Context: an optimization exercise on an open-source flow, tuned for small area. The choices shown serve that exercise and are no tape-out recipe.
The RTL was checked by simulation tests, not by an equivalence proof against the original design.
Power and IR drop assume default switching activity.

--- flow/config.mk ---
export PLATFORM = sky130hd
export DESIGN_NAME = neuron_layer
export DESIGN_NICKNAME = neuron_layer
export VERILOG_FILES = /design/flow/design.v
export SDC_FILE = /design/flow/constraint.sdc
export NUM_CORES = 4
export LEC_CHECK = 0
export CAP_MARGIN = 20
export CORE_MARGIN = 2
export CORE_UTILIZATION = 45
export PLACE_DENSITY = 0.6
export SLEW_MARGIN = 20
export SYNTH_HIERARCHICAL = 1
--- flow/constraint.sdc ---
create_clock -name core_clock -period 7.0 [get_ports {clk}]
set_input_delay 1.4000 -clock core_clock [delete_from_list [all_inputs] [get_ports {clk}]]
set_output_delay 1.4000 -clock core_clock [all_outputs]
set_load 0.01 [all_outputs]
--- flow/design.v ---
module fa (input a, b, c, output s, co);
  assign s = a ^ b ^ c;
  assign co = (a & b) | (a & c) | (b & c);
endmodule
module xr (input a, b, output y);
  assign y = a ^ b;
endmodule
module ha (input a, b, output s, co);
  assign s = a ^ b;
  assign co = a & b;
endmodule
module csa8 (
  input [63:0] p,
  output h
);
  wire t1, t2;
  fa ft1 (.a(p[0]), .b(p[8]), .c(p[16]), .s(t1), .co(t2));
  wire t3, t4;
  fa ft3 (.a(p[24]), .b(p[32]), .c(p[40]), .s(t3), .co(t4));
  wire t5, t6;
  fa ft5 (.a(p[48]), .b(p[56]), .c(t1), .s(t5), .co(t6));
  wire t7, t8;
  ha ht7 (.a(t3), .b(t5), .s(t7), .co(t8));
  wire t9, t10;
  fa ft9 (.a(p[1]), .b(p[9]), .c(p[17]), .s(t9), .co(t10));
  wire t11, t12;
  fa ft11 (.a(p[25]), .b(p[33]), .c(p[41]), .s(t11), .co(t12));
  wire t13, t14;
  fa ft13 (.a(p[49]), .b(p[57]), .c(t2), .s(t13), .co(t14));
  wire t15, t16;
  fa ft15 (.a(t4), .b(t9), .c(t11), .s(t15), .co(t16));
  wire t17, t18;
  fa ft17 (.a(t6), .b(t13), .c(t15), .s(t17), .co(t18));
  wire t19, t20;
  ha ht19 (.a(t8), .b(t17), .s(t19), .co(t20));
  wire t21, t22;
  fa ft21 (.a(p[2]), .b(p[10]), .c(p[18]), .s(t21), .co(t22));
  wire t23, t24;
  fa ft23 (.a(p[26]), .b(p[34]), .c(p[42]), .s(t23), .co(t24));
  wire t25, t26;
  fa ft25 (.a(p[50]), .b(p[58]), .c(t10), .s(t25), .co(t26));
  wire t27, t28;
  fa ft27 (.a(t12), .b(t21), .c(t23), .s(t27), .co(t28));
  wire t29, t30;
  fa ft29 (.a(t14), .b(t16), .c(t25), .s(t29), .co(t30));
  wire t31, t32;
  fa ft31 (.a(t27), .b(t18), .c(t29), .s(t31), .co(t32));
  wire t33, t34;
  ha ht33 (.a(t20), .b(t31), .s(t33), .co(t34));
  wire t35, t36;
  fa ft35 (.a(p[3]), .b(p[11]), .c(p[19]), .s(t35), .co(t36));
  wire t37, t38;
  fa ft37 (.a(p[27]), .b(p[35]), .c(p[43]), .s(t37), .co(t38));
  wire t39, t40;
  fa ft39 (.a(p[51]), .b(p[59]), .c(t22), .s(t39), .co(t40));
  wire t41, t42;
  fa ft41 (.a(t24), .b(t35), .c(t37), .s(t41), .co(t42));
  wire t43, t44;
  fa ft43 (.a(t26), .b(t28), .c(t39), .s(t43), .co(t44));
  wire t45, t46;
  fa ft45 (.a(t41), .b(t30), .c(t43), .s(t45), .co(t46));
  wire t47, t48;
  fa ft47 (.a(t32), .b(t45), .c(t34), .s(t47), .co(t48));
  wire t49, t50;
  fa ft49 (.a(p[4]), .b(p[12]), .c(p[20]), .s(t49), .co(t50));
  wire t51, t52;
  fa ft51 (.a(p[28]), .b(p[36]), .c(p[44]), .s(t51), .co(t52));
  wire t53, t54;
  fa ft53 (.a(p[52]), .b(p[60]), .c(t36), .s(t53), .co(t54));
  wire t55, t56;
  fa ft55 (.a(t38), .b(t49), .c(t51), .s(t55), .co(t56));
  wire t57, t58;
  fa ft57 (.a(t40), .b(t42), .c(t53), .s(t57), .co(t58));
  wire t59, t60;
  fa ft59 (.a(t55), .b(t44), .c(t57), .s(t59), .co(t60));
  wire t61, t62;
  fa ft61 (.a(t46), .b(t59), .c(t48), .s(t61), .co(t62));
  wire t63, t64;
  fa ft63 (.a(p[5]), .b(p[13]), .c(p[21]), .s(t63), .co(t64));
  wire t65, t66;
  fa ft65 (.a(p[29]), .b(p[37]), .c(p[45]), .s(t65), .co(t66));
  wire t67, t68;
  fa ft67 (.a(p[53]), .b(p[61]), .c(t50), .s(t67), .co(t68));
  wire t69, t70;
  fa ft69 (.a(t52), .b(t63), .c(t65), .s(t69), .co(t70));
  wire t71, t72;
  fa ft71 (.a(t54), .b(t56), .c(t67), .s(t71), .co(t72));
  wire t73, t74;
  fa ft73 (.a(t69), .b(t58), .c(t71), .s(t73), .co(t74));
  wire t75, t76;
  fa ft75 (.a(t60), .b(t73), .c(t62), .s(t75), .co(t76));
  wire t77, t78;
  fa ft77 (.a(p[6]), .b(p[14]), .c(p[22]), .s(t77), .co(t78));
  wire t79, t80;
  fa ft79 (.a(p[30]), .b(p[38]), .c(p[46]), .s(t79), .co(t80));
  wire t81, t82;
  fa ft81 (.a(p[54]), .b(p[62]), .c(t64), .s(t81), .co(t82));
  wire t83, t84;
  fa ft83 (.a(t66), .b(t77), .c(t79), .s(t83), .co(t84));
  wire t85, t86;
  fa ft85 (.a(t68), .b(t70), .c(t81), .s(t85), .co(t86));
  wire t87, t88;
  fa ft87 (.a(t83), .b(t72), .c(t85), .s(t87), .co(t88));
  wire t89, t90;
  fa ft89 (.a(t74), .b(t87), .c(t76), .s(t89), .co(t90));
  wire t91;
  xr xt91 (.a(p[7]), .b(p[15]), .y(t91));
  wire t92;
  xr xt92 (.a(p[23]), .b(p[31]), .y(t92));
  wire t93;
  xr xt93 (.a(p[39]), .b(p[47]), .y(t93));
  wire t94;
  xr xt94 (.a(p[55]), .b(p[63]), .y(t94));
  wire t95;
  xr xt95 (.a(t91), .b(t92), .y(t95));
  wire t96;
  xr xt96 (.a(t93), .b(t94), .y(t96));
  wire t97;
  xr xt97 (.a(t78), .b(t80), .y(t97));
  wire t98;
  xr xt98 (.a(t95), .b(t96), .y(t98));
  wire t99;
  xr xt99 (.a(t97), .b(t98), .y(t99));
  wire t100;
  xr xt100 (.a(t82), .b(t84), .y(t100));
  wire t101;
  xr xt101 (.a(t99), .b(t100), .y(t101));
  wire t102;
  xr xt102 (.a(t86), .b(t101), .y(t102));
  wire t103;
  xr xt103 (.a(t102), .b(t88), .y(t103));
  wire t104;
  xr xt104 (.a(t103), .b(t90), .y(t104));
  wire [7:0] s = {t104, t89, t75, t61, t47, t33, t19, t7};
  assign h = s[7] & (|s[6:0]);
endmodule
module csa32 (
  input [255:0] p,
  output h
);
  wire t1, t2;
  fa ft1 (.a(p[0]), .b(p[8]), .c(p[16]), .s(t1), .co(t2));
  wire t3, t4;
  fa ft3 (.a(p[24]), .b(p[32]), .c(p[40]), .s(t3), .co(t4));
  wire t5, t6;
  fa ft5 (.a(p[48]), .b(p[56]), .c(p[64]), .s(t5), .co(t6));
  wire t7, t8;
  fa ft7 (.a(p[72]), .b(p[80]), .c(p[88]), .s(t7), .co(t8));
  wire t9, t10;
  fa ft9 (.a(p[96]), .b(p[104]), .c(p[112]), .s(t9), .co(t10));
  wire t11, t12;
  fa ft11 (.a(p[120]), .b(p[128]), .c(p[136]), .s(t11), .co(t12));
  wire t13, t14;
  fa ft13 (.a(p[144]), .b(p[152]), .c(p[160]), .s(t13), .co(t14));
  wire t15, t16;
  fa ft15 (.a(p[168]), .b(p[176]), .c(p[184]), .s(t15), .co(t16));
  wire t17, t18;
  fa ft17 (.a(p[192]), .b(p[200]), .c(p[208]), .s(t17), .co(t18));
  wire t19, t20;
  fa ft19 (.a(p[216]), .b(p[224]), .c(p[232]), .s(t19), .co(t20));
  wire t21, t22;
  fa ft21 (.a(p[240]), .b(p[248]), .c(t1), .s(t21), .co(t22));
  wire t23, t24;
  fa ft23 (.a(t3), .b(t5), .c(t7), .s(t23), .co(t24));
  wire t25, t26;
  fa ft25 (.a(t9), .b(t11), .c(t13), .s(t25), .co(t26));
  wire t27, t28;
  fa ft27 (.a(t15), .b(t17), .c(t19), .s(t27), .co(t28));
  wire t29, t30;
  fa ft29 (.a(t21), .b(t23), .c(t25), .s(t29), .co(t30));
  wire t31, t32;
  ha ht31 (.a(t27), .b(t29), .s(t31), .co(t32));
  wire t33, t34;
  fa ft33 (.a(p[1]), .b(p[9]), .c(p[17]), .s(t33), .co(t34));
  wire t35, t36;
  fa ft35 (.a(p[25]), .b(p[33]), .c(p[41]), .s(t35), .co(t36));
  wire t37, t38;
  fa ft37 (.a(p[49]), .b(p[57]), .c(p[65]), .s(t37), .co(t38));
  wire t39, t40;
  fa ft39 (.a(p[73]), .b(p[81]), .c(p[89]), .s(t39), .co(t40));
  wire t41, t42;
  fa ft41 (.a(p[97]), .b(p[105]), .c(p[113]), .s(t41), .co(t42));
  wire t43, t44;
  fa ft43 (.a(p[121]), .b(p[129]), .c(p[137]), .s(t43), .co(t44));
  wire t45, t46;
  fa ft45 (.a(p[145]), .b(p[153]), .c(p[161]), .s(t45), .co(t46));
  wire t47, t48;
  fa ft47 (.a(p[169]), .b(p[177]), .c(p[185]), .s(t47), .co(t48));
  wire t49, t50;
  fa ft49 (.a(p[193]), .b(p[201]), .c(p[209]), .s(t49), .co(t50));
  wire t51, t52;
  fa ft51 (.a(p[217]), .b(p[225]), .c(p[233]), .s(t51), .co(t52));
  wire t53, t54;
  fa ft53 (.a(p[241]), .b(p[249]), .c(t2), .s(t53), .co(t54));
  wire t55, t56;
  fa ft55 (.a(t4), .b(t6), .c(t8), .s(t55), .co(t56));
  wire t57, t58;
  fa ft57 (.a(t10), .b(t12), .c(t14), .s(t57), .co(t58));
  wire t59, t60;
  fa ft59 (.a(t16), .b(t18), .c(t20), .s(t59), .co(t60));
  wire t61, t62;
  fa ft61 (.a(t33), .b(t35), .c(t37), .s(t61), .co(t62));
  wire t63, t64;
  fa ft63 (.a(t39), .b(t41), .c(t43), .s(t63), .co(t64));
  wire t65, t66;
  fa ft65 (.a(t45), .b(t47), .c(t49), .s(t65), .co(t66));
  wire t67, t68;
  fa ft67 (.a(t51), .b(t22), .c(t24), .s(t67), .co(t68));
  wire t69, t70;
  fa ft69 (.a(t26), .b(t28), .c(t53), .s(t69), .co(t70));
  wire t71, t72;
  fa ft71 (.a(t55), .b(t57), .c(t59), .s(t71), .co(t72));
  wire t73, t74;
  fa ft73 (.a(t61), .b(t63), .c(t65), .s(t73), .co(t74));
  wire t75, t76;
  fa ft75 (.a(t30), .b(t67), .c(t69), .s(t75), .co(t76));
  wire t77, t78;
  fa ft77 (.a(t71), .b(t73), .c(t32), .s(t77), .co(t78));
  wire t79, t80;
  ha ht79 (.a(t75), .b(t77), .s(t79), .co(t80));
  wire t81, t82;
  fa ft81 (.a(p[2]), .b(p[10]), .c(p[18]), .s(t81), .co(t82));
  wire t83, t84;
  fa ft83 (.a(p[26]), .b(p[34]), .c(p[42]), .s(t83), .co(t84));
  wire t85, t86;
  fa ft85 (.a(p[50]), .b(p[58]), .c(p[66]), .s(t85), .co(t86));
  wire t87, t88;
  fa ft87 (.a(p[74]), .b(p[82]), .c(p[90]), .s(t87), .co(t88));
  wire t89, t90;
  fa ft89 (.a(p[98]), .b(p[106]), .c(p[114]), .s(t89), .co(t90));
  wire t91, t92;
  fa ft91 (.a(p[122]), .b(p[130]), .c(p[138]), .s(t91), .co(t92));
  wire t93, t94;
  fa ft93 (.a(p[146]), .b(p[154]), .c(p[162]), .s(t93), .co(t94));
  wire t95, t96;
  fa ft95 (.a(p[170]), .b(p[178]), .c(p[186]), .s(t95), .co(t96));
  wire t97, t98;
  fa ft97 (.a(p[194]), .b(p[202]), .c(p[210]), .s(t97), .co(t98));
  wire t99, t100;
  fa ft99 (.a(p[218]), .b(p[226]), .c(p[234]), .s(t99), .co(t100));
  wire t101, t102;
  fa ft101 (.a(p[242]), .b(p[250]), .c(t34), .s(t101), .co(t102));
  wire t103, t104;
  fa ft103 (.a(t36), .b(t38), .c(t40), .s(t103), .co(t104));
  wire t105, t106;
  fa ft105 (.a(t42), .b(t44), .c(t46), .s(t105), .co(t106));
  wire t107, t108;
  fa ft107 (.a(t48), .b(t50), .c(t52), .s(t107), .co(t108));
  wire t109, t110;
  fa ft109 (.a(t81), .b(t83), .c(t85), .s(t109), .co(t110));
  wire t111, t112;
  fa ft111 (.a(t87), .b(t89), .c(t91), .s(t111), .co(t112));
  wire t113, t114;
  fa ft113 (.a(t93), .b(t95), .c(t97), .s(t113), .co(t114));
  wire t115, t116;
  fa ft115 (.a(t99), .b(t54), .c(t56), .s(t115), .co(t116));
  wire t117, t118;
  fa ft117 (.a(t58), .b(t60), .c(t62), .s(t117), .co(t118));
  wire t119, t120;
  fa ft119 (.a(t64), .b(t66), .c(t101), .s(t119), .co(t120));
  wire t121, t122;
  fa ft121 (.a(t103), .b(t105), .c(t107), .s(t121), .co(t122));
  wire t123, t124;
  fa ft123 (.a(t109), .b(t111), .c(t113), .s(t123), .co(t124));
  wire t125, t126;
  fa ft125 (.a(t68), .b(t70), .c(t72), .s(t125), .co(t126));
  wire t127, t128;
  fa ft127 (.a(t74), .b(t115), .c(t117), .s(t127), .co(t128));
  wire t129, t130;
  fa ft129 (.a(t119), .b(t121), .c(t123), .s(t129), .co(t130));
  wire t131, t132;
  fa ft131 (.a(t76), .b(t125), .c(t127), .s(t131), .co(t132));
  wire t133, t134;
  fa ft133 (.a(t129), .b(t78), .c(t80), .s(t133), .co(t134));
  wire t135, t136;
  ha ht135 (.a(t131), .b(t133), .s(t135), .co(t136));
  wire t137, t138;
  fa ft137 (.a(p[3]), .b(p[11]), .c(p[19]), .s(t137), .co(t138));
  wire t139, t140;
  fa ft139 (.a(p[27]), .b(p[35]), .c(p[43]), .s(t139), .co(t140));
  wire t141, t142;
  fa ft141 (.a(p[51]), .b(p[59]), .c(p[67]), .s(t141), .co(t142));
  wire t143, t144;
  fa ft143 (.a(p[75]), .b(p[83]), .c(p[91]), .s(t143), .co(t144));
  wire t145, t146;
  fa ft145 (.a(p[99]), .b(p[107]), .c(p[115]), .s(t145), .co(t146));
  wire t147, t148;
  fa ft147 (.a(p[123]), .b(p[131]), .c(p[139]), .s(t147), .co(t148));
  wire t149, t150;
  fa ft149 (.a(p[147]), .b(p[155]), .c(p[163]), .s(t149), .co(t150));
  wire t151, t152;
  fa ft151 (.a(p[171]), .b(p[179]), .c(p[187]), .s(t151), .co(t152));
  wire t153, t154;
  fa ft153 (.a(p[195]), .b(p[203]), .c(p[211]), .s(t153), .co(t154));
  wire t155, t156;
  fa ft155 (.a(p[219]), .b(p[227]), .c(p[235]), .s(t155), .co(t156));
  wire t157, t158;
  fa ft157 (.a(p[243]), .b(p[251]), .c(t82), .s(t157), .co(t158));
  wire t159, t160;
  fa ft159 (.a(t84), .b(t86), .c(t88), .s(t159), .co(t160));
  wire t161, t162;
  fa ft161 (.a(t90), .b(t92), .c(t94), .s(t161), .co(t162));
  wire t163, t164;
  fa ft163 (.a(t96), .b(t98), .c(t100), .s(t163), .co(t164));
  wire t165, t166;
  fa ft165 (.a(t137), .b(t139), .c(t141), .s(t165), .co(t166));
  wire t167, t168;
  fa ft167 (.a(t143), .b(t145), .c(t147), .s(t167), .co(t168));
  wire t169, t170;
  fa ft169 (.a(t149), .b(t151), .c(t153), .s(t169), .co(t170));
  wire t171, t172;
  fa ft171 (.a(t155), .b(t102), .c(t104), .s(t171), .co(t172));
  wire t173, t174;
  fa ft173 (.a(t106), .b(t108), .c(t110), .s(t173), .co(t174));
  wire t175, t176;
  fa ft175 (.a(t112), .b(t114), .c(t157), .s(t175), .co(t176));
  wire t177, t178;
  fa ft177 (.a(t159), .b(t161), .c(t163), .s(t177), .co(t178));
  wire t179, t180;
  fa ft179 (.a(t165), .b(t167), .c(t169), .s(t179), .co(t180));
  wire t181, t182;
  fa ft181 (.a(t116), .b(t118), .c(t120), .s(t181), .co(t182));
  wire t183, t184;
  fa ft183 (.a(t122), .b(t124), .c(t171), .s(t183), .co(t184));
  wire t185, t186;
  fa ft185 (.a(t173), .b(t175), .c(t177), .s(t185), .co(t186));
  wire t187, t188;
  fa ft187 (.a(t179), .b(t126), .c(t128), .s(t187), .co(t188));
  wire t189, t190;
  fa ft189 (.a(t130), .b(t181), .c(t183), .s(t189), .co(t190));
  wire t191, t192;
  fa ft191 (.a(t185), .b(t132), .c(t187), .s(t191), .co(t192));
  wire t193, t194;
  fa ft193 (.a(t189), .b(t134), .c(t191), .s(t193), .co(t194));
  wire t195, t196;
  ha ht195 (.a(t136), .b(t193), .s(t195), .co(t196));
  wire t197, t198;
  fa ft197 (.a(p[4]), .b(p[12]), .c(p[20]), .s(t197), .co(t198));
  wire t199, t200;
  fa ft199 (.a(p[28]), .b(p[36]), .c(p[44]), .s(t199), .co(t200));
  wire t201, t202;
  fa ft201 (.a(p[52]), .b(p[60]), .c(p[68]), .s(t201), .co(t202));
  wire t203, t204;
  fa ft203 (.a(p[76]), .b(p[84]), .c(p[92]), .s(t203), .co(t204));
  wire t205, t206;
  fa ft205 (.a(p[100]), .b(p[108]), .c(p[116]), .s(t205), .co(t206));
  wire t207, t208;
  fa ft207 (.a(p[124]), .b(p[132]), .c(p[140]), .s(t207), .co(t208));
  wire t209, t210;
  fa ft209 (.a(p[148]), .b(p[156]), .c(p[164]), .s(t209), .co(t210));
  wire t211, t212;
  fa ft211 (.a(p[172]), .b(p[180]), .c(p[188]), .s(t211), .co(t212));
  wire t213, t214;
  fa ft213 (.a(p[196]), .b(p[204]), .c(p[212]), .s(t213), .co(t214));
  wire t215, t216;
  fa ft215 (.a(p[220]), .b(p[228]), .c(p[236]), .s(t215), .co(t216));
  wire t217, t218;
  fa ft217 (.a(p[244]), .b(p[252]), .c(t138), .s(t217), .co(t218));
  wire t219, t220;
  fa ft219 (.a(t140), .b(t142), .c(t144), .s(t219), .co(t220));
  wire t221, t222;
  fa ft221 (.a(t146), .b(t148), .c(t150), .s(t221), .co(t222));
  wire t223, t224;
  fa ft223 (.a(t152), .b(t154), .c(t156), .s(t223), .co(t224));
  wire t225, t226;
  fa ft225 (.a(t197), .b(t199), .c(t201), .s(t225), .co(t226));
  wire t227, t228;
  fa ft227 (.a(t203), .b(t205), .c(t207), .s(t227), .co(t228));
  wire t229, t230;
  fa ft229 (.a(t209), .b(t211), .c(t213), .s(t229), .co(t230));
  wire t231, t232;
  fa ft231 (.a(t215), .b(t158), .c(t160), .s(t231), .co(t232));
  wire t233, t234;
  fa ft233 (.a(t162), .b(t164), .c(t166), .s(t233), .co(t234));
  wire t235, t236;
  fa ft235 (.a(t168), .b(t170), .c(t217), .s(t235), .co(t236));
  wire t237, t238;
  fa ft237 (.a(t219), .b(t221), .c(t223), .s(t237), .co(t238));
  wire t239, t240;
  fa ft239 (.a(t225), .b(t227), .c(t229), .s(t239), .co(t240));
  wire t241, t242;
  fa ft241 (.a(t172), .b(t174), .c(t176), .s(t241), .co(t242));
  wire t243, t244;
  fa ft243 (.a(t178), .b(t180), .c(t231), .s(t243), .co(t244));
  wire t245, t246;
  fa ft245 (.a(t233), .b(t235), .c(t237), .s(t245), .co(t246));
  wire t247, t248;
  fa ft247 (.a(t239), .b(t182), .c(t184), .s(t247), .co(t248));
  wire t249, t250;
  fa ft249 (.a(t186), .b(t241), .c(t243), .s(t249), .co(t250));
  wire t251, t252;
  fa ft251 (.a(t245), .b(t188), .c(t190), .s(t251), .co(t252));
  wire t253, t254;
  fa ft253 (.a(t247), .b(t249), .c(t192), .s(t253), .co(t254));
  wire t255, t256;
  fa ft255 (.a(t251), .b(t194), .c(t253), .s(t255), .co(t256));
  wire t257, t258;
  ha ht257 (.a(t196), .b(t255), .s(t257), .co(t258));
  wire t259, t260;
  fa ft259 (.a(p[5]), .b(p[13]), .c(p[21]), .s(t259), .co(t260));
  wire t261, t262;
  fa ft261 (.a(p[29]), .b(p[37]), .c(p[45]), .s(t261), .co(t262));
  wire t263, t264;
  fa ft263 (.a(p[53]), .b(p[61]), .c(p[69]), .s(t263), .co(t264));
  wire t265, t266;
  fa ft265 (.a(p[77]), .b(p[85]), .c(p[93]), .s(t265), .co(t266));
  wire t267, t268;
  fa ft267 (.a(p[101]), .b(p[109]), .c(p[117]), .s(t267), .co(t268));
  wire t269, t270;
  fa ft269 (.a(p[125]), .b(p[133]), .c(p[141]), .s(t269), .co(t270));
  wire t271, t272;
  fa ft271 (.a(p[149]), .b(p[157]), .c(p[165]), .s(t271), .co(t272));
  wire t273, t274;
  fa ft273 (.a(p[173]), .b(p[181]), .c(p[189]), .s(t273), .co(t274));
  wire t275, t276;
  fa ft275 (.a(p[197]), .b(p[205]), .c(p[213]), .s(t275), .co(t276));
  wire t277, t278;
  fa ft277 (.a(p[221]), .b(p[229]), .c(p[237]), .s(t277), .co(t278));
  wire t279, t280;
  fa ft279 (.a(p[245]), .b(p[253]), .c(t198), .s(t279), .co(t280));
  wire t281, t282;
  fa ft281 (.a(t200), .b(t202), .c(t204), .s(t281), .co(t282));
  wire t283, t284;
  fa ft283 (.a(t206), .b(t208), .c(t210), .s(t283), .co(t284));
  wire t285, t286;
  fa ft285 (.a(t212), .b(t214), .c(t216), .s(t285), .co(t286));
  wire t287, t288;
  fa ft287 (.a(t259), .b(t261), .c(t263), .s(t287), .co(t288));
  wire t289, t290;
  fa ft289 (.a(t265), .b(t267), .c(t269), .s(t289), .co(t290));
  wire t291, t292;
  fa ft291 (.a(t271), .b(t273), .c(t275), .s(t291), .co(t292));
  wire t293, t294;
  fa ft293 (.a(t277), .b(t218), .c(t220), .s(t293), .co(t294));
  wire t295, t296;
  fa ft295 (.a(t222), .b(t224), .c(t226), .s(t295), .co(t296));
  wire t297, t298;
  fa ft297 (.a(t228), .b(t230), .c(t279), .s(t297), .co(t298));
  wire t299, t300;
  fa ft299 (.a(t281), .b(t283), .c(t285), .s(t299), .co(t300));
  wire t301, t302;
  fa ft301 (.a(t287), .b(t289), .c(t291), .s(t301), .co(t302));
  wire t303, t304;
  fa ft303 (.a(t232), .b(t234), .c(t236), .s(t303), .co(t304));
  wire t305, t306;
  fa ft305 (.a(t238), .b(t240), .c(t293), .s(t305), .co(t306));
  wire t307, t308;
  fa ft307 (.a(t295), .b(t297), .c(t299), .s(t307), .co(t308));
  wire t309, t310;
  fa ft309 (.a(t301), .b(t242), .c(t244), .s(t309), .co(t310));
  wire t311, t312;
  fa ft311 (.a(t246), .b(t303), .c(t305), .s(t311), .co(t312));
  wire t313, t314;
  fa ft313 (.a(t307), .b(t248), .c(t250), .s(t313), .co(t314));
  wire t315, t316;
  fa ft315 (.a(t309), .b(t311), .c(t252), .s(t315), .co(t316));
  wire t317, t318;
  fa ft317 (.a(t313), .b(t254), .c(t315), .s(t317), .co(t318));
  wire t319, t320;
  fa ft319 (.a(t256), .b(t317), .c(t258), .s(t319), .co(t320));
  wire t321, t322;
  fa ft321 (.a(p[6]), .b(p[14]), .c(p[22]), .s(t321), .co(t322));
  wire t323, t324;
  fa ft323 (.a(p[30]), .b(p[38]), .c(p[46]), .s(t323), .co(t324));
  wire t325, t326;
  fa ft325 (.a(p[54]), .b(p[62]), .c(p[70]), .s(t325), .co(t326));
  wire t327, t328;
  fa ft327 (.a(p[78]), .b(p[86]), .c(p[94]), .s(t327), .co(t328));
  wire t329, t330;
  fa ft329 (.a(p[102]), .b(p[110]), .c(p[118]), .s(t329), .co(t330));
  wire t331, t332;
  fa ft331 (.a(p[126]), .b(p[134]), .c(p[142]), .s(t331), .co(t332));
  wire t333, t334;
  fa ft333 (.a(p[150]), .b(p[158]), .c(p[166]), .s(t333), .co(t334));
  wire t335, t336;
  fa ft335 (.a(p[174]), .b(p[182]), .c(p[190]), .s(t335), .co(t336));
  wire t337, t338;
  fa ft337 (.a(p[198]), .b(p[206]), .c(p[214]), .s(t337), .co(t338));
  wire t339, t340;
  fa ft339 (.a(p[222]), .b(p[230]), .c(p[238]), .s(t339), .co(t340));
  wire t341, t342;
  fa ft341 (.a(p[246]), .b(p[254]), .c(t260), .s(t341), .co(t342));
  wire t343, t344;
  fa ft343 (.a(t262), .b(t264), .c(t266), .s(t343), .co(t344));
  wire t345, t346;
  fa ft345 (.a(t268), .b(t270), .c(t272), .s(t345), .co(t346));
  wire t347, t348;
  fa ft347 (.a(t274), .b(t276), .c(t278), .s(t347), .co(t348));
  wire t349, t350;
  fa ft349 (.a(t321), .b(t323), .c(t325), .s(t349), .co(t350));
  wire t351, t352;
  fa ft351 (.a(t327), .b(t329), .c(t331), .s(t351), .co(t352));
  wire t353, t354;
  fa ft353 (.a(t333), .b(t335), .c(t337), .s(t353), .co(t354));
  wire t355, t356;
  fa ft355 (.a(t339), .b(t280), .c(t282), .s(t355), .co(t356));
  wire t357, t358;
  fa ft357 (.a(t284), .b(t286), .c(t288), .s(t357), .co(t358));
  wire t359, t360;
  fa ft359 (.a(t290), .b(t292), .c(t341), .s(t359), .co(t360));
  wire t361, t362;
  fa ft361 (.a(t343), .b(t345), .c(t347), .s(t361), .co(t362));
  wire t363, t364;
  fa ft363 (.a(t349), .b(t351), .c(t353), .s(t363), .co(t364));
  wire t365, t366;
  fa ft365 (.a(t294), .b(t296), .c(t298), .s(t365), .co(t366));
  wire t367, t368;
  fa ft367 (.a(t300), .b(t302), .c(t355), .s(t367), .co(t368));
  wire t369, t370;
  fa ft369 (.a(t357), .b(t359), .c(t361), .s(t369), .co(t370));
  wire t371, t372;
  fa ft371 (.a(t363), .b(t304), .c(t306), .s(t371), .co(t372));
  wire t373, t374;
  fa ft373 (.a(t308), .b(t365), .c(t367), .s(t373), .co(t374));
  wire t375, t376;
  fa ft375 (.a(t369), .b(t310), .c(t312), .s(t375), .co(t376));
  wire t377, t378;
  fa ft377 (.a(t371), .b(t373), .c(t314), .s(t377), .co(t378));
  wire t379, t380;
  fa ft379 (.a(t375), .b(t316), .c(t377), .s(t379), .co(t380));
  wire t381, t382;
  fa ft381 (.a(t318), .b(t379), .c(t320), .s(t381), .co(t382));
  wire t383;
  xr xt383 (.a(p[7]), .b(p[15]), .y(t383));
  wire t384;
  xr xt384 (.a(p[23]), .b(p[31]), .y(t384));
  wire t385;
  xr xt385 (.a(p[39]), .b(p[47]), .y(t385));
  wire t386;
  xr xt386 (.a(p[55]), .b(p[63]), .y(t386));
  wire t387;
  xr xt387 (.a(p[71]), .b(p[79]), .y(t387));
  wire t388;
  xr xt388 (.a(p[87]), .b(p[95]), .y(t388));
  wire t389;
  xr xt389 (.a(p[103]), .b(p[111]), .y(t389));
  wire t390;
  xr xt390 (.a(p[119]), .b(p[127]), .y(t390));
  wire t391;
  xr xt391 (.a(p[135]), .b(p[143]), .y(t391));
  wire t392;
  xr xt392 (.a(p[151]), .b(p[159]), .y(t392));
  wire t393;
  xr xt393 (.a(p[167]), .b(p[175]), .y(t393));
  wire t394;
  xr xt394 (.a(p[183]), .b(p[191]), .y(t394));
  wire t395;
  xr xt395 (.a(p[199]), .b(p[207]), .y(t395));
  wire t396;
  xr xt396 (.a(p[215]), .b(p[223]), .y(t396));
  wire t397;
  xr xt397 (.a(p[231]), .b(p[239]), .y(t397));
  wire t398;
  xr xt398 (.a(p[247]), .b(p[255]), .y(t398));
  wire t399;
  xr xt399 (.a(t383), .b(t384), .y(t399));
  wire t400;
  xr xt400 (.a(t385), .b(t386), .y(t400));
  wire t401;
  xr xt401 (.a(t387), .b(t388), .y(t401));
  wire t402;
  xr xt402 (.a(t389), .b(t390), .y(t402));
  wire t403;
  xr xt403 (.a(t391), .b(t392), .y(t403));
  wire t404;
  xr xt404 (.a(t393), .b(t394), .y(t404));
  wire t405;
  xr xt405 (.a(t395), .b(t396), .y(t405));
  wire t406;
  xr xt406 (.a(t397), .b(t398), .y(t406));
  wire t407;
  xr xt407 (.a(t322), .b(t324), .y(t407));
  wire t408;
  xr xt408 (.a(t326), .b(t328), .y(t408));
  wire t409;
  xr xt409 (.a(t330), .b(t332), .y(t409));
  wire t410;
  xr xt410 (.a(t334), .b(t336), .y(t410));
  wire t411;
  xr xt411 (.a(t338), .b(t340), .y(t411));
  wire t412;
  xr xt412 (.a(t399), .b(t400), .y(t412));
  wire t413;
  xr xt413 (.a(t401), .b(t402), .y(t413));
  wire t414;
  xr xt414 (.a(t403), .b(t404), .y(t414));
  wire t415;
  xr xt415 (.a(t405), .b(t406), .y(t415));
  wire t416;
  xr xt416 (.a(t407), .b(t408), .y(t416));
  wire t417;
  xr xt417 (.a(t409), .b(t410), .y(t417));
  wire t418;
  xr xt418 (.a(t411), .b(t412), .y(t418));
  wire t419;
  xr xt419 (.a(t413), .b(t414), .y(t419));
  wire t420;
  xr xt420 (.a(t415), .b(t342), .y(t420));
  wire t421;
  xr xt421 (.a(t344), .b(t346), .y(t421));
  wire t422;
  xr xt422 (.a(t348), .b(t350), .y(t422));
  wire t423;
  xr xt423 (.a(t352), .b(t354), .y(t423));
  wire t424;
  xr xt424 (.a(t416), .b(t417), .y(t424));
  wire t425;
  xr xt425 (.a(t418), .b(t419), .y(t425));
  wire t426;
  xr xt426 (.a(t420), .b(t421), .y(t426));
  wire t427;
  xr xt427 (.a(t422), .b(t423), .y(t427));
  wire t428;
  xr xt428 (.a(t424), .b(t425), .y(t428));
  wire t429;
  xr xt429 (.a(t356), .b(t358), .y(t429));
  wire t430;
  xr xt430 (.a(t360), .b(t362), .y(t430));
  wire t431;
  xr xt431 (.a(t364), .b(t426), .y(t431));
  wire t432;
  xr xt432 (.a(t427), .b(t428), .y(t432));
  wire t433;
  xr xt433 (.a(t429), .b(t430), .y(t433));
  wire t434;
  xr xt434 (.a(t431), .b(t432), .y(t434));
  wire t435;
  xr xt435 (.a(t366), .b(t368), .y(t435));
  wire t436;
  xr xt436 (.a(t370), .b(t433), .y(t436));
  wire t437;
  xr xt437 (.a(t434), .b(t435), .y(t437));
  wire t438;
  xr xt438 (.a(t436), .b(t372), .y(t438));
  wire t439;
  xr xt439 (.a(t374), .b(t437), .y(t439));
  wire t440;
  xr xt440 (.a(t438), .b(t439), .y(t440));
  wire t441;
  xr xt441 (.a(t376), .b(t440), .y(t441));
  wire t442;
  xr xt442 (.a(t441), .b(t378), .y(t442));
  wire t443;
  xr xt443 (.a(t442), .b(t380), .y(t443));
  wire t444;
  xr xt444 (.a(t443), .b(t382), .y(t444));
  wire [7:0] s = {t444, t381, t319, t257, t195, t135, t79, t31};
  assign h = s[7] & (|s[6:0]);
endmodule
module neuron_layer
#(
	parameter SIZE = 32
)
(
	input [SIZE-1:0] in,
	input [7:0] set_weight,
	input [4:0] set_addr,
	input [5:0] set_unit,
	input swr, clk,
	output out
);
	reg [7:0] in_n;           
	reg [31:0] h_n;           
	reg [3:0] od;             
	always @ (posedge clk) in_n <= ~in[7:0];
	wire [7:0] wd_n = ~set_weight;
	wire [7:0] asel_n;
	wire [31:0] usel_n;
	wire hsel = swr & ~set_unit[5];
	genvar i;
	generate
		for (i = 0; i < 8; i = i + 1) begin : addr_dec
			assign asel_n[i] = ~(set_addr[2:0] == i);
		end
		for (i = 0; i < 32; i = i + 1) begin : unit_dec
			assign usel_n[i] = ~(hsel & (set_unit[4:0] == i));
		end
	endgenerate
	wire [31:0] h;
	generate
		for (i = 0; i < 32; i = i + 1) begin : layer_generation
			neuron neuron_inst (
				.clk (clk),
				.in_n (in_n),
				.wd_n (wd_n),
				.asel_n (asel_n),
				.usel_n (usel_n[i]),
				.h (h[i])
			);
		end
	endgenerate
	always @ (posedge clk) h_n <= ~h;
	wire o;
	r_neuron r_neuron_inst (
		.clk (clk),
		.in_n (h_n),
		.wd_n (wd_n),
		.set_addr (set_addr),
		.sel (swr & set_unit[5]),
		.h (o)
	);
	always @ (posedge clk) od <= {od[2:0], o};
	assign out = od[3];
endmodule
module neuron (
	input clk,
	input [7:0] in_n,
	input [7:0] wd_n,
	input [7:0] asel_n,
	input usel_n,
	output h
);
	reg [63:0] w_n;
	wire [63:0] p;
	wire [7:0] we = ~(asel_n | {8{usel_n}});
	genvar i;
	generate
		for (i = 0; i < 8; i = i + 1) begin : weights
			always @ (posedge clk)
				if (we[i])
					w_n[i*8 +: 8] <= wd_n;
			assign p[i*8 +: 8] = ~(w_n[i*8 +: 8] | {8{in_n[i]}});
		end
	endgenerate
	csa8 sum (.p (p), .h (h));
endmodule
module r_neuron (
	input clk,
	input [31:0] in_n,
	input [7:0] wd_n,
	input [4:0] set_addr,
	input sel,
	output h
);
	reg [255:0] w_n;
	wire [255:0] p;
	genvar i;
	generate
		for (i = 0; i < 32; i = i + 1) begin : weights
			always @ (posedge clk)
				if (sel && set_addr == i)
					w_n[i*8 +: 8] <= wd_n;
			assign p[i*8 +: 8] = ~(w_n[i*8 +: 8] | {8{in_n[i]}});
		end
	endgenerate
	csa32 sum (.p (p), .h (h));
endmodule
--- flow/run.sh ---
#!/bin/bash
# synth_recipe.tcl (not shown) runs the flow's synth.tcl, then flattens the netlist and writes it again
# the make line also repeats each setting of config.mk as NAME=value (left out here)
make -C /OpenROAD-flow-scripts/flow DESIGN_CONFIG=/design/flow/config.mk WORK_HOME=/design/flow/orfs CLKGATE_MAP_FILE= SYNTH_SCRIPT=/design/flow/synth_recipe.tcl finish
==> results of run 1 <==
==> sequential cells by signal, summed over array words and instances (netlist names) <==
signal and count:
h_n 32, layer_generation.neuron_inst.w_n 2048, in_n 8, r_neuron_inst.w_n 256
od 4
==> cell usage in the layout (no fill, tap or decap), types with 28 or more instances in the layout <==
cell type / count
sky130_fd_sc_hd__nor2_1: 2593
sky130_fd_sc_hd__edfxtp_1: 2304
sky130_fd_sc_hd__fa_1: 1530
sky130_fd_sc_hd__xor2_1: 510
sky130_fd_sc_hd__clkbuf_16: 285
sky130_fd_sc_hd__ha_1: 101
sky130_fd_sc_hd__buf_4: 87
sky130_fd_sc_hd__clkbuf_1: 62
sky130_fd_sc_hd__clkinv_1: 48
sky130_fd_sc_hd__inv_1: 40
sky130_fd_sc_hd__dfxtp_1: 36
sky130_fd_sc_hd__buf_12: 36
sky130_fd_sc_hd__nor4_2: 33
sky130_fd_sc_hd__nor3_1: 33
sky130_fd_sc_hd__a21boi_1: 33
sky130_fd_sc_hd__clkdlybuf4s50_1: 29
sky130_fd_sc_hd__clkinv_2: 28
==> kinds of logic after synthesis <==
kind of cell               after synthesis  synth area share (%)
AOI/OAI and AO/OA                       33                 0.205
xor gates and xnor gates               510                  3.69
adders and majority gates             1631                  26.3
buffers and inverters                  378                  2.99
DFF                                   2348                  57.9
and+or+nand+nor                       2729                  8.91
==> worst max-delay path, stage by stage, from the launching register on <==
cell and delay [ns]:
sky130_fd_sc_hd__dfxtp_1 0.50, sky130_fd_sc_hd__nor2_1 0.12, sky130_fd_sc_hd__fa_1 0.58, sky130_fd_sc_hd__fa_1 0.55, sky130_fd_sc_hd__fa_1 0.48, sky130_fd_sc_hd__fa_1 0.50, sky130_fd_sc_hd__fa_1 0.40, sky130_fd_sc_hd__fa_1 0.48
sky130_fd_sc_hd__fa_1 0.41, sky130_fd_sc_hd__fa_1 0.48, sky130_fd_sc_hd__ha_1 0.23, sky130_fd_sc_hd__fa_1 0.41, sky130_fd_sc_hd__fa_1 0.45, sky130_fd_sc_hd__nor4_2 0.25, sky130_fd_sc_hd__a21boi_1 0.09
==> worst max-delay path by stage <==
stage	to	slack, ns	start	cells past startpoint
after CTS	od[0]	0.92	h_n[0]	14
after floorplan	od[0]	1.27	h_n[0]	15
final	od[0]	0.96	h_n[0]	14
after detailed placement	od[0]	0.94	h_n[0]	14
after global routing	od[0]	0.70	h_n[0]	14
after global placement	od[0]	1.02	h_n[0]	14
==> Yosys stat by module, one instance, submodules excluded <==
| module | flip-flops and latches | area (µm²) |
|---|---|---|
| neuron | 64 | 2290 |
| csa8 | 0 | 25.0 |
| ha | 0 | 12.5 |
| csa32 | 0 | 25.0 |
| fa | 0 | 20.0 |
| r_neuron | 256 | 9000 |
| xr | 0 | 8.76 |
| neuron_layer | 44 | 1510 |
==> power by group <==
| part | internal, mW | total, mW | leakage, nW | switching (mW) |
|---|---|---|---|---|
| sequential | 15.6 | 15.9 | 21.1 | 0.301 |
| clock | 8.14 | 13.6 | 4.09 | 5.44 |
| combinational | 8.69 | 19.3 | 23.7 | 10.6 |
| total | 32.5 | 48.8 | 48.8 | 16.3 |
==> synth_stat cells (33+ instances only) <==
cell	count	area, µm²
sky130_fd_sc_hd__inv_1	48	180
sky130_fd_sc_hd__a21boi_1	33	248
sky130_fd_sc_hd__edfxtp_1	2304	69200
sky130_fd_sc_hd__clkbuf_1	35	131
sky130_fd_sc_hd__buf_6	291	3280
sky130_fd_sc_hd__nor4_2	33	413
sky130_fd_sc_hd__xor2_1	510	4470
sky130_fd_sc_hd__fa_1	1530	30600
sky130_fd_sc_hd__ha_1	101	1260
sky130_fd_sc_hd__dfxtp_1	44	881
sky130_fd_sc_hd__nor3_1	33	165
sky130_fd_sc_hd__nor2_1	2593	9730
==> cell type report <==
class / count / share of cell area, %
Sequential cell: 2348 / 53.0
Multi-Input combinational cell: 4903 / 35.9
Clock buffer: 349 / 5.59
Tap cell: 3552 / 3.36
Timing Repair Buffer: 152 / 1.26
Clock inverter: 104 / 0.746
Inverter: 48 / 0.182
Antenna cell: 3 / 0.00568
==> routing by layer <==
layer	part of all wire [%]	global-route usage [%]	vias up	wire length, µm
met5	0.021	0	-	55
met4	2.0	4.63	8	5190
met3	5.5	3.21	310	14200
met1	43	27.3	31582	112000
li1	-	-	25667	-
met2	49	32.9	1329	129000
==> per-stage QoR <==
step           std cells  worst slack [ns]  total power, mW
2_1_floorplan       7629              1.27             31.0
3_3_place_gp       11003              1.02             35.1
3_5_place_dp       11003             0.940             35.7
4_1_cts            11456             0.920             49.3
5_1_grt            11457             0.703             51.6
6_report           11459             0.956             48.8
==> run summary, run 1 <==
# TYPE chip_impl_metric gauge
chip_impl_metric{name="fin_area",unit="µm²"} 132000
chip_impl_metric{name="yosys_register_bits",unit=""} 2348
chip_impl_metric{name="chipWidth",unit="µm"} 523
chip_impl_metric{name="register_to_register_setup_slack",unit="ns"} 0.96
chip_impl_info{name="timing.setup.critical_path_class",value="register to register"} 1
chip_impl_metric{name="number_of_warning_messages_in_the_yosys_log",unit=""} 9
chip_impl_metric{name="drive_gt1_share",unit="%"} 6.71
chip_impl_metric{name="fill_cells",unit=""} 22371
chip_impl_metric{name="multi_input_gate_area_in_the_final_layout",unit="µm²"} 47400
chip_impl_metric{name="synth-edff-count",unit=""} 2304
chip_impl_metric{name="worst_setup_hold_path_clk_slew",unit="ns"} 0.06
chip_impl_metric{name="finalSetupTns",unit="ns"} 0
chip_impl_metric{name="fin_crit_sh",unit="%"} 86.3
chip_impl_metric{name="count_of_h_tree_levels_built_during_cts",unit=""} 5
chip_impl_metric{name="post_dp_cell_area",unit="µm²"} 124000
chip_impl_metric{name="grt_first_pass_wirelength",unit="µm"} 403000
chip_impl_metric{name="fmax",unit="MHz"} 165
chip_impl_metric{name="maxCapViolCount",unit=""} 0
chip_impl_info{name="worstSetupStartpointType",value="register"} 1
chip_impl_metric{name="synth.avg_cell_area",unit="µm²"} 15.9
chip_impl_metric{name="cells_after_synth",unit=""} 7629
chip_impl_metric{name="post_drt_wl_per_cell",unit="µm"} 22.7
chip_impl_info{name="cts-root-buf",value="sky130_fd_sc_hd__clkbuf_16"} 1
chip_impl_metric{name="drc",unit=""} 0
chip_impl_metric{name="fp.coreArea",unit="µm²"} 268000
chip_impl_metric{name="timing.critical_path.required",unit="ns"} 7.79
chip_impl_metric{name="seqCellArea",unit="µm²"} 70100
chip_impl_metric{name="placementRows",unit=""} 190
chip_impl_metric{name="total_vias_in_the_final_route",unit=""} 58896
chip_impl_metric{name="syn2layout_area_growth",unit="%"} 9.23
chip_impl_metric{name="worstRegToRegCells",unit=""} 14
chip_impl_metric{name="nNetsFinal",unit=""} 9412
chip_impl_metric{name="timing_worst_slew_pin_value",unit="ns"} 1.11
chip_impl_metric{name="synthArstFlopShare",unit="%"} 0
chip_impl_metric{name="globalplace.congestion",unit=""} 0.846
chip_impl_metric{name="half_perimeter_wire_length_after_detailed_placement",unit="µm"} 169000
chip_impl_metric{name="postCtsSetupRepairBufs",unit=""} 0
chip_impl_metric{name="later_pin_clock_latency_in_the_skew_report",unit="ns"} 0.93
chip_impl_metric{name="irDropWorstVdd",unit="mV"} 2.16
chip_impl_metric{name="slew_viol_final",unit=""} 0
chip_impl_info{name="timing.hold.worst.class",value="register to register"} 1
chip_impl_info{name="ys.flop_type",value="sky130_fd_sc_hd__edfxtp_1"} 1
chip_impl_info{name="cts_tree",value="built"} 1
chip_impl_metric{name="power.static_leakage",unit="nW"} 48.8
chip_impl_metric{name="power_per_cell_area",unit="nW/µm²"} 369
chip_impl_metric{name="grt_max_degree",unit=""} 174
chip_impl_metric{name="finalCriticalPeriod",unit="ns"} 6.04
chip_impl_metric{name="drt_pre_antenna_iters",unit=""} 7
chip_impl_metric{name="cts_buffer_depth",unit=""} 4
chip_impl_info{name="timing.rr.start",value="h_n[0]"} 1
chip_impl_metric{name="antenna_violations_before_repair",unit=""} 13
chip_impl_metric{name="drt.antenna.violating_nets",unit=""} 0
chip_impl_metric{name="finalClockSkew",unit="ns"} 0.0417
chip_impl_info{name="min_to",value="od[3]"} 1
chip_impl_metric{name="number_of_buffers_inserted_during_clock_tree_synthesis",unit=""} 275
chip_impl_metric{name="crit_fanout",unit=""} 8
chip_impl_info{name="hp-start",value="od[2]"} 1
chip_impl_metric{name="die-area",unit="µm²"} 273000
chip_impl_metric{name="utilization_after_layout",unit="%"} 49.4
chip_impl_metric{name="worst_hold_slack",unit="ns"} 0.327
chip_impl_info{name="endpoint_kind",value="register"} 1
chip_impl_metric{name="initial_core_util",unit="%"} 45.2
chip_impl_metric{name="number_of_failing_setup_endpoints_in_the_final_timing_report",unit=""} 0
chip_impl_metric{name="viasPerCell",unit=""} 5.14
chip_impl_metric{name="fp.dieH",unit="µm"} 523
chip_impl_metric{name="drt_first_iter_violations",unit=""} 4198
chip_impl_metric{name="cts-hold-fix-buffers",unit=""} 0
chip_impl_metric{name="postSynthNetCount",unit=""} 9313
chip_impl_info{name="r2r-end",value="od[0]"} 1
chip_impl_metric{name="grt_use_total",unit="%"} 19.7
chip_impl_metric{name="grt_overflow",unit=""} 0
chip_impl_metric{name="worst_slew_margin_rel",unit="%"} 25.7
chip_impl_info{name="grt_setup_unrepaired",value="false"} 1
chip_impl_metric{name="final_hold_viol_count",unit=""} 0
chip_impl_metric{name="port_buffers",unit=""} 29
chip_impl_metric{name="synth_seq_area_share",unit="%"} 57.9
chip_impl_metric{name="grt_pass1_vias",unit=""} 66171
chip_impl_metric{name="quantity_of_gates_resized_following_cts",unit=""} 0
chip_impl_metric{name="cts.sinks",unit=""} 2348
chip_impl_metric{name="boundaryPins",unit=""} 54
chip_impl_metric{name="critPathArrivalTime",unit="ns"} 6.84
chip_impl_metric{name="hold_path_depth",unit=""} 0
chip_impl_info{name="status",value="complete, no violations"} 1
chip_impl_metric{name="synth.lib_cells_used.distinct",unit=""} 37
chip_impl_metric{name="total_wire_length_after_detailed_routing",unit="µm"} 260000
chip_impl_metric{name="syn-cell-area",unit="µm²"} 121000
==> inputs of run 2 (changes only) <==
--- a/flow/config.mk
+++ b/flow/config.mk
@@ -9,4 +9,7 @@
 export CORE_MARGIN = 2
-export CORE_UTILIZATION = 45
-export PLACE_DENSITY = 0.6
+export CORE_UTILIZATION = 65
+export CTS_BUF_LIST = sky130_fd_sc_hd__clkbuf_8
+export CTS_CLUSTER_DIAMETER = 60
+export CTS_CLUSTER_SIZE = 16
+export PLACE_DENSITY = 0.75
 export SLEW_MARGIN = 20
==> run summary, run 2 <==
# TYPE chip_impl_metric gauge
chip_impl_info{name="synth_top_cells_by_count",value="sky130_fd_sc_hd__nor2_1, sky130_fd_sc_hd__edfxtp_1, sky130_fd_sc_hd__fa_1, sky130_fd_sc_hd__xor2_1, sky130_fd_sc_hd__buf_6"} 1
chip_impl_metric{name="layoutNonFillerInstCount",unit=""} 10269
chip_impl_info{name="min_to",value="od[2]"} 1
chip_impl_metric{name="post-place-cells",unit=""} 9946
chip_impl_metric{name="synth_seq_area_share",unit="%"} 57.9
chip_impl_metric{name="synth.avg_cell_area",unit="µm²"} 15.9
chip_impl_metric{name="number_of_warning_messages_in_the_yosys_log",unit=""} 9
chip_impl_info{name="cts-root-buf",value="sky130_fd_sc_hd__clkbuf_8"} 1
chip_impl_metric{name="worstRegToRegCells",unit=""} 14
chip_impl_info{name="synth_area_leader_cell",value="sky130_fd_sc_hd__edfxtp_1"} 1
chip_impl_metric{name="postSynthNetCount",unit=""} 9313
chip_impl_metric{name="synthArstFlopShare",unit="%"} 0
chip_impl_metric{name="worst_setup_hold_path_clk_slew",unit="ns"} 0.10
chip_impl_metric{name="placementRows",unit=""} 158
chip_impl_metric{name="cts-hold-fix-buffers",unit=""} 0
chip_impl_metric{name="cts.sinks",unit=""} 2348
chip_impl_metric{name="viasPerCell",unit=""} 5.75
chip_impl_metric{name="antenna_violations_before_repair",unit=""} 7
chip_impl_metric{name="fp.dieH",unit="µm"} 436
chip_impl_info{name="timing.setup.critical_path_class",value="register to register"} 1
chip_impl_metric{name="nNetsFinal",unit=""} 9337
chip_impl_metric{name="grt_max_degree",unit=""} 160
chip_impl_metric{name="globalplace.congestion",unit=""} 0.840
chip_impl_metric{name="later_pin_clock_latency_in_the_skew_report",unit="ns"} 1.00
chip_impl_info{name="grt_setup_unrepaired",value="false"} 1
chip_impl_metric{name="grt_first_pass_wirelength",unit="µm"} 379000
chip_impl_metric{name="timing.critical_path.required",unit="ns"} 7.74
chip_impl_metric{name="crit_path_buf_inv_count",unit=""} 2
chip_impl_info{name="r2r-end",value="h_n[3]"} 1
chip_impl_info{name="critPathTopFamily",value="adder cells"} 1
chip_impl_metric{name="initial_core_util",unit="%"} 65.4
chip_impl_metric{name="total_vias_in_the_final_route",unit=""} 59019
chip_impl_metric{name="chipWidth",unit="µm"} 436
chip_impl_metric{name="register_to_register_setup_slack",unit="ns"} 0.84
chip_impl_info{name="regMostFlops",value="layer_generation.neuron_inst.w_n"} 1
chip_impl_info{name="endpoint_kind",value="register"} 1
chip_impl_info{name="biggest_area_contributors_in_the_synthesized_netlist",value="sky130_fd_sc_hd__edfxtp_1, sky130_fd_sc_hd__fa_1, sky130_fd_sc_hd__nor2_1, sky130_fd_sc_hd__xor2_1, sky130_fd_sc_hd__buf_6"} 1
chip_impl_info{name="critPathSlowestCell",value="sky130_fd_sc_hd__dfxtp_4"} 1
chip_impl_metric{name="boundaryPins",unit=""} 54
chip_impl_metric{name="drt.antenna.violating_nets",unit=""} 0
chip_impl_metric{name="fmax",unit="MHz"} 162
chip_impl_metric{name="synth.lib_cells_used.distinct",unit=""} 37
chip_impl_info{name="cts_tree",value="built"} 1
chip_impl_metric{name="fill_cells",unit=""} 12198
chip_impl_info{name="hp-start",value="od[1]"} 1
chip_impl_info{name="worstSetupStartpointType",value="register"} 1
chip_impl_metric{name="port_buffers",unit=""} 29
chip_impl_info{name="yosys.cell_count.top_type",value="sky130_fd_sc_hd__nor2_1"} 1
chip_impl_metric{name="number_of_buffers_inserted_during_clock_tree_synthesis",unit=""} 185
chip_impl_metric{name="post_dp_cell_area",unit="µm²"} 123000
chip_impl_info{name="status",value="complete, no violations"} 1
chip_impl_info{name="path_common_cell",value="sky130_fd_sc_hd__fa_1"} 1
chip_impl_metric{name="critPathArrivalTime",unit="ns"} 6.90
chip_impl_metric{name="irDropWorstVdd",unit="mV"} 2.71
chip_impl_metric{name="half_perimeter_wire_length_after_detailed_placement",unit="µm"} 163000
chip_impl_metric{name="yosys_register_bits",unit=""} 2348
chip_impl_metric{name="syn-cell-area",unit="µm²"} 121000
chip_impl_metric{name="critical-path-max-stage-delay",unit="ns"} 0.80
chip_impl_metric{name="count_of_h_tree_levels_built_during_cts",unit=""} 4
chip_impl_metric{name="quantity_of_gates_resized_following_cts",unit=""} 0
chip_impl_info{name="timing.critical_path.cells",value="buf_12, nor2_1, fa_1, fa_1, fa_1, fa_1, ha_1, fa_1, fa_1, fa_1, fa_1, xor2_1, a21boi_1, inv_1"} 1
chip_impl_info{name="ys.flop_type",value="sky130_fd_sc_hd__edfxtp_1"} 1
chip_impl_info{name="most-common-layout-cells",value="sky130_fd_sc_hd__nor2_1, sky130_fd_sc_hd__edfxtp_1, sky130_fd_sc_hd__fa_1"} 1
chip_impl_metric{name="grt_use_total",unit="%"} 26.6
chip_impl_metric{name="slew_viol_final",unit=""} 0
chip_impl_metric{name="drt_first_iter_violations",unit=""} 4854
chip_impl_info{name="timing.rr.start",value="in_n[4]"} 1
chip_impl_metric{name="synth-edff-count",unit=""} 2304
chip_impl_metric{name="power_per_cell_area",unit="nW/µm²"} 340
chip_impl_metric{name="drive_gt1_share",unit="%"} 5.94
chip_impl_metric{name="cells_after_synth",unit=""} 7629
chip_impl_metric{name="final_hold_viol_count",unit=""} 0
chip_impl_metric{name="drc",unit=""} 0
chip_impl_metric{name="cts_buffer_depth",unit=""} 3
chip_impl_metric{name="worst_slew_margin_rel",unit="%"} 28.8
chip_impl_metric{name="fin_crit_sh",unit="%"} 88.0
chip_impl_metric{name="fp.coreArea",unit="µm²"} 185000
chip_impl_metric{name="hold_path_depth",unit=""} 0
chip_impl_metric{name="drt_pre_antenna_iters",unit=""} 5
chip_impl_metric{name="timing_worst_slew_pin_value",unit="ns"} 1.07
chip_impl_metric{name="postCtsSetupRepairBufs",unit=""} 0
chip_impl_metric{name="synth.top_cell.area_share",unit="%"} 57.1
chip_impl_metric{name="finalCriticalPeriod",unit="ns"} 6.16
chip_impl_metric{name="syn2layout_area_growth",unit="%"} 4.38
chip_impl_metric{name="crit_fanout",unit=""} 26
chip_impl_info{name="commonest_non_fill_non_tap_cell_in_the_layout",value="sky130_fd_sc_hd__nor2_1"} 1
chip_impl_metric{name="post_drt_wl_per_cell",unit="µm"} 23.5
chip_impl_metric{name="power.static_leakage",unit="nW"} 46.8
chip_impl_info{name="timing.hold.worst.class",value="register to register"} 1
chip_impl_metric{name="number_of_failing_setup_endpoints_in_the_final_timing_report",unit=""} 0
chip_impl_metric{name="grt_overflow",unit=""} 0
chip_impl_metric{name="maxCapViolCount",unit=""} 0
chip_impl_metric{name="total_wire_length_after_detailed_routing",unit="µm"} 241000
chip_impl_metric{name="finalClockSkew",unit="ns"} 0.0511
chip_impl_metric{name="grt_pass1_vias",unit=""} 65153
chip_impl_metric{name="die-area",unit="µm²"} 190000
chip_impl_metric{name="finalSetupTns",unit="ns"} 0
chip_impl_metric{name="fin_area",unit="µm²"} 126000
chip_impl_info{name="biggestRegsByFlops",value="layer_generation.neuron_inst.w_n (2048), r_neuron_inst.w_n (256), h_n (32)"} 1
chip_impl_metric{name="flip_flop_count_of_the_largest_register_after_layout",unit=""} 2048
run 2: cell counts after synthesis:
Identical to the previous run, type by type.
run 2: final cells by class:
type,count,area (µm²),share of cell area [%]
flip-flops and latches,2348,70100,55.5
multi-input cells,4903,47400,37.5
well taps,2480,3100,2.46
clock buffers,192,2640,2.09
repair buffers,167,1730,1.37
clock inverters,115,1110,0.875
inverters,48,240,0.190
diodes,16,40.0,0.0317
run 2: cells by family after synthesis:
| logic type | Yosys count | share of synthesized area, % |
|---|---|---|
| DFF | 2348 | 57.9 |
| AOI/OAI and AO/OA | 33 | 0.205 |
| xor gates and xnor gates | 510 | 3.69 |
| and+or+nand+nor | 2729 | 8.91 |
| buffers and inverters | 378 | 2.99 |
| adders and majority gates | 1631 | 26.3 |
run 2: worst max-delay path by stage:
stage	cells after the start	from	to	slack, ns
6_report	14	in_n[4]	h_n[3]	0.84
5_1_grt	14	in_n[0]	h_n[10]	0.74
4_1_cts	14	in_n[0]	h_n[10]	0.91
3_5_place_dp	14	h_n[0]	od[0]	0.94
3_3_place_gp	14	in_n[4]	h_n[3]	1.02
2_1_floorplan	15	h_n[0]	od[0]	1.27
run 2: metal layers:
metal | track usage [%] | vias to the layer above | share of wire, %
met4 | 7.78 | 0 | 3.0
met3 | 3.76 | 356 | 6.1
met2 | 44.3 | 1775 | 51
met5 | 0 | - | 0
met1 | 37.3 | 31502 | 40
li1 | - | 25386 | -
run 2: power by group:
group | switching [mW] | leakage, nW | internal [mW]
combinational | 10.6 | 23.7 | 8.65
sequential | 0.325 | 21.1 | 15.6
clock | 4.56 | 2.01 | 3.27
total | 15.5 | 46.8 | 27.5
run 2: modules after synthesis, one instance, submodules excluded:
module	copies in the design	cell area (µm²)	cells
neuron	32	2290	145
csa32	1	25.0	3
r_neuron	1	9000	591
xr	510	8.76	1
csa8	32	25.0	3
ha	101	12.5	1
neuron_layer	1	1510	158
fa	1530	20.0	1
run 2: metrics by stage:
step	hold WS [ns]	utilization (%)	worst slack, ns	total power [mW]
final	0.335	68.2	0.839	43.0
after global routing	0.342	68.2	0.736	45.3
after CTS	0.338	68.2	0.911	43.3
after detailed placement	0.316	66.2	0.935	35.6
after global placement	0.318	66.2	1.02	34.8
after floorplan	0.310	-	1.27	31.0
==> inputs of run 3 (changes only) <==
--- a/flow/config.mk
+++ b/flow/config.mk
@@ -7,3 +7,3 @@
 export LEC_CHECK = 0
-export CAP_MARGIN = 20
+export CAP_MARGIN = 5
 export CORE_MARGIN = 2
@@ -14,3 +14,3 @@
 export PLACE_DENSITY = 0.75
-export SLEW_MARGIN = 20
+export SLEW_MARGIN = 5
 export SYNTH_HIERARCHICAL = 1
==> run summary, run 3 <==
# TYPE chip_impl_metric gauge
chip_impl_metric{name="utilization_after_layout",unit="%"} 68.2
chip_impl_metric{name="synth_seq_area_share",unit="%"} 57.9
chip_impl_metric{name="synth.avg_cell_area",unit="µm²"} 15.9
chip_impl_metric{name="total_vias_in_the_final_route",unit=""} 59019
chip_impl_metric{name="fp.dieH",unit="µm"} 436
chip_impl_metric{name="postSynthNetCount",unit=""} 9313
chip_impl_metric{name="finalClockSkew",unit="ns"} 0.0511
chip_impl_metric{name="fin_crit_sh",unit="%"} 88.0
chip_impl_metric{name="quantity_of_gates_resized_following_cts",unit=""} 0
chip_impl_info{name="timing.setup.critical_path_class",value="register to register"} 1
chip_impl_metric{name="half_perimeter_wire_length_after_detailed_placement",unit="µm"} 163000
chip_impl_info{name="yosys.cell_count.top_type",value="sky130_fd_sc_hd__nor2_1"} 1
chip_impl_metric{name="grt_first_pass_wirelength",unit="µm"} 379000
chip_impl_metric{name="cells_after_synth",unit=""} 7629
chip_impl_metric{name="layout_setup_ws",unit="ns"} 0.839
chip_impl_metric{name="fmax",unit="MHz"} 162
chip_impl_metric{name="timing.critical_path.required",unit="ns"} 7.74
chip_impl_metric{name="drive_gt1_share",unit="%"} 5.94
chip_impl_metric{name="fill_cells",unit=""} 12198
chip_impl_metric{name="globalplace.congestion",unit=""} 0.840
chip_impl_metric{name="worst_setup_slack_post_dpl",unit="ns"} 0.935
chip_impl_metric{name="later_pin_clock_latency_in_the_skew_report",unit="ns"} 1.00
chip_impl_metric{name="synth-edff-count",unit=""} 2304
chip_impl_info{name="most-common-layout-cells",value="sky130_fd_sc_hd__nor2_1, sky130_fd_sc_hd__edfxtp_1, sky130_fd_sc_hd__fa_1"} 1
chip_impl_metric{name="grt_overflow",unit=""} 0
chip_impl_metric{name="timing_worst_slew_pin_value",unit="ns"} 1.07
chip_impl_metric{name="worst_slew_margin_rel",unit="%"} 28.8
chip_impl_metric{name="final_hold_viol_count",unit=""} 0
chip_impl_metric{name="grt_use_total",unit="%"} 26.6
chip_impl_metric{name="flip_flop_count_of_the_largest_register_after_layout",unit=""} 2048
chip_impl_metric{name="chipWidth",unit="µm"} 436
chip_impl_metric{name="postCtsSetupRepairBufs",unit=""} 0
chip_impl_metric{name="power_per_cell_area",unit="nW/µm²"} 340
chip_impl_metric{name="irDropWorstVdd",unit="mV"} 2.71
chip_impl_metric{name="critical-path-max-stage-delay",unit="ns"} 0.80
chip_impl_info{name="endpoint_kind",value="register"} 1
chip_impl_metric{name="critPathArrivalTime",unit="ns"} 6.90
chip_impl_metric{name="cts_buffer_depth",unit=""} 3
chip_impl_info{name="grt_setup_unrepaired",value="false"} 1
chip_impl_info{name="synth_area_leader_cell",value="sky130_fd_sc_hd__edfxtp_1"} 1
chip_impl_metric{name="synthArstFlopShare",unit="%"} 0
chip_impl_metric{name="syn-cell-area",unit="µm²"} 121000
chip_impl_metric{name="power.static_leakage",unit="nW"} 46.8
chip_impl_info{name="status",value="complete, no violations"} 1
chip_impl_metric{name="crit_fanout",unit=""} 26
chip_impl_metric{name="number_of_buffers_inserted_during_clock_tree_synthesis",unit=""} 185
chip_impl_info{name="worstSetupStartpointType",value="register"} 1
chip_impl_metric{name="antenna_violations_before_repair",unit=""} 7
chip_impl_info{name="commonest_non_fill_non_tap_cell_in_the_layout",value="sky130_fd_sc_hd__nor2_1"} 1
[run 3: worst max-delay path: cells and delay by family, from the launching register on]
kind	cells	cell delay, ns
AOI/OAI and AO/OA	1	0.50
xor gates and xnor gates	1	0.16
adders and majority gates	9	3.62
buffers and inverters	2	0.67
DFF	1	0.80
and+or+nand+nor	1	0.09
[run 3: per-layer routing]
metal | share of wire, % | vias to the layer above | track usage (%)
met5 | 0 | - | 0
met4 | 3.0 | 0 | 7.78
met3 | 6.1 | 356 | 3.76
met2 | 51 | 1775 | 44.3
met1 | 40 | 31502 | 37.3
li1 | - | 25386 | -
[run 3: worst paths after layout]
path                              start      to  slack, ns  depth (start not counted)
worst max register to register  in_n[4]  h_n[3]       0.84                         14
worst max-delay path            in_n[4]  h_n[3]       0.84                         14
worst min-delay path              od[1]   od[2]       0.34                          0
worst min register to register    od[1]   od[2]       0.34                          0
[run 3: power breakdown]
part,internal [mW],switching (mW),total (mW),leakage [nW]
clock network,3.27,4.56,7.84,2.01
logic,8.65,10.6,19.2,23.7
registers,15.6,0.325,15.9,21.1
total,27.5,15.5,43.0,46.8
[run 3: through the flow]
stage / hold WS [ns] / cells / total power [mW] / instance area [µm²]
CTS: 0.338 / 10253 / 43.3 / 126000
global route: 0.342 / 10264 / 45.3 / 126000
finish: 0.335 / 10269 / 43.0 / 126000
detailed placement: 0.316 / 9946 / 35.6 / 123000
global placement: 0.318 / 9946 / 34.8 / 123000
floorplan: 0.310 / 7629 / 31.0 / 121000
[run 3: layout make-up]
type	count	area, µm²	share of cell area (%)
multi-input combinational	4903	47400	37.5
antenna	16	40.0	0.0317
sequential	2348	70100	55.5
tap	2480	3100	2.46
clock buffer	192	2640	2.09
inverter	48	240	0.190
clock inverter	115	1110	0.875
timing repair buffer	167	1730	1.37
[run 3: logic make-up (layout without fill, tap and decap cells)]
kind of cell,after synthesis,in the layout,synth area share (%)
simple gates,2729,2729,8.91
buf+inv,378,522,2.99
compound gates,33,33,0.205
flops,2348,2348,57.9
xor+xnor,510,510,3.69
fa+ha+maj,1631,1631,26.3
other cells,0,16,0
[run 3: Yosys stat by module (local to each module, per instance)]
module / times used / flops+latches / cells inside
r_neuron: 1 / 256 / 591
neuron: 32 / 64 / 145
neuron_layer: 1 / 44 / 158
csa32: 1 / 0 / 3
csa8: 32 / 0 / 3
fa: 1530 / 0 / 1
ha: 101 / 0 / 1
xr: 510 / 0 / 1

what the ideal ports hide:
Ports are ideal in the flow. The routed layouts listed here were re-timed in OpenROAD.
Step 1 (the two cells are an assumption about what drives the block):
set clk [get_ports {clk}]
set_driving_cell -lib_cell sky130_fd_sc_hd__clkbuf_16 $clk
set_driving_cell -lib_cell sky130_fd_sc_hd__buf_2 [delete_from_list [all_inputs] $clk]
Step 2 times the ports against the registers' clock, not the clock port: input delays grow and output delays shrink by t, the midpoint of the rising clock arrivals with the driver on.
Slacks: ideal ports / drivers / drivers and shift; pairs: ideal ports / drivers.
run | shift t [ns] | slack for setup (ns) | latest minus earliest clock arrival (ns)
run 1 | 0.998 | 0.956 / 0.956 / 0.956 | 0.047 / 0.047
run 2 | 1.046 | 0.839 / 0.839 / 0.839 | 0.065 / 0.065
run 3 | 1.046 | 0.839 / 0.839 / 0.839 | 0.065 / 0.065
After both steps setup and hold are still met in every run listed.
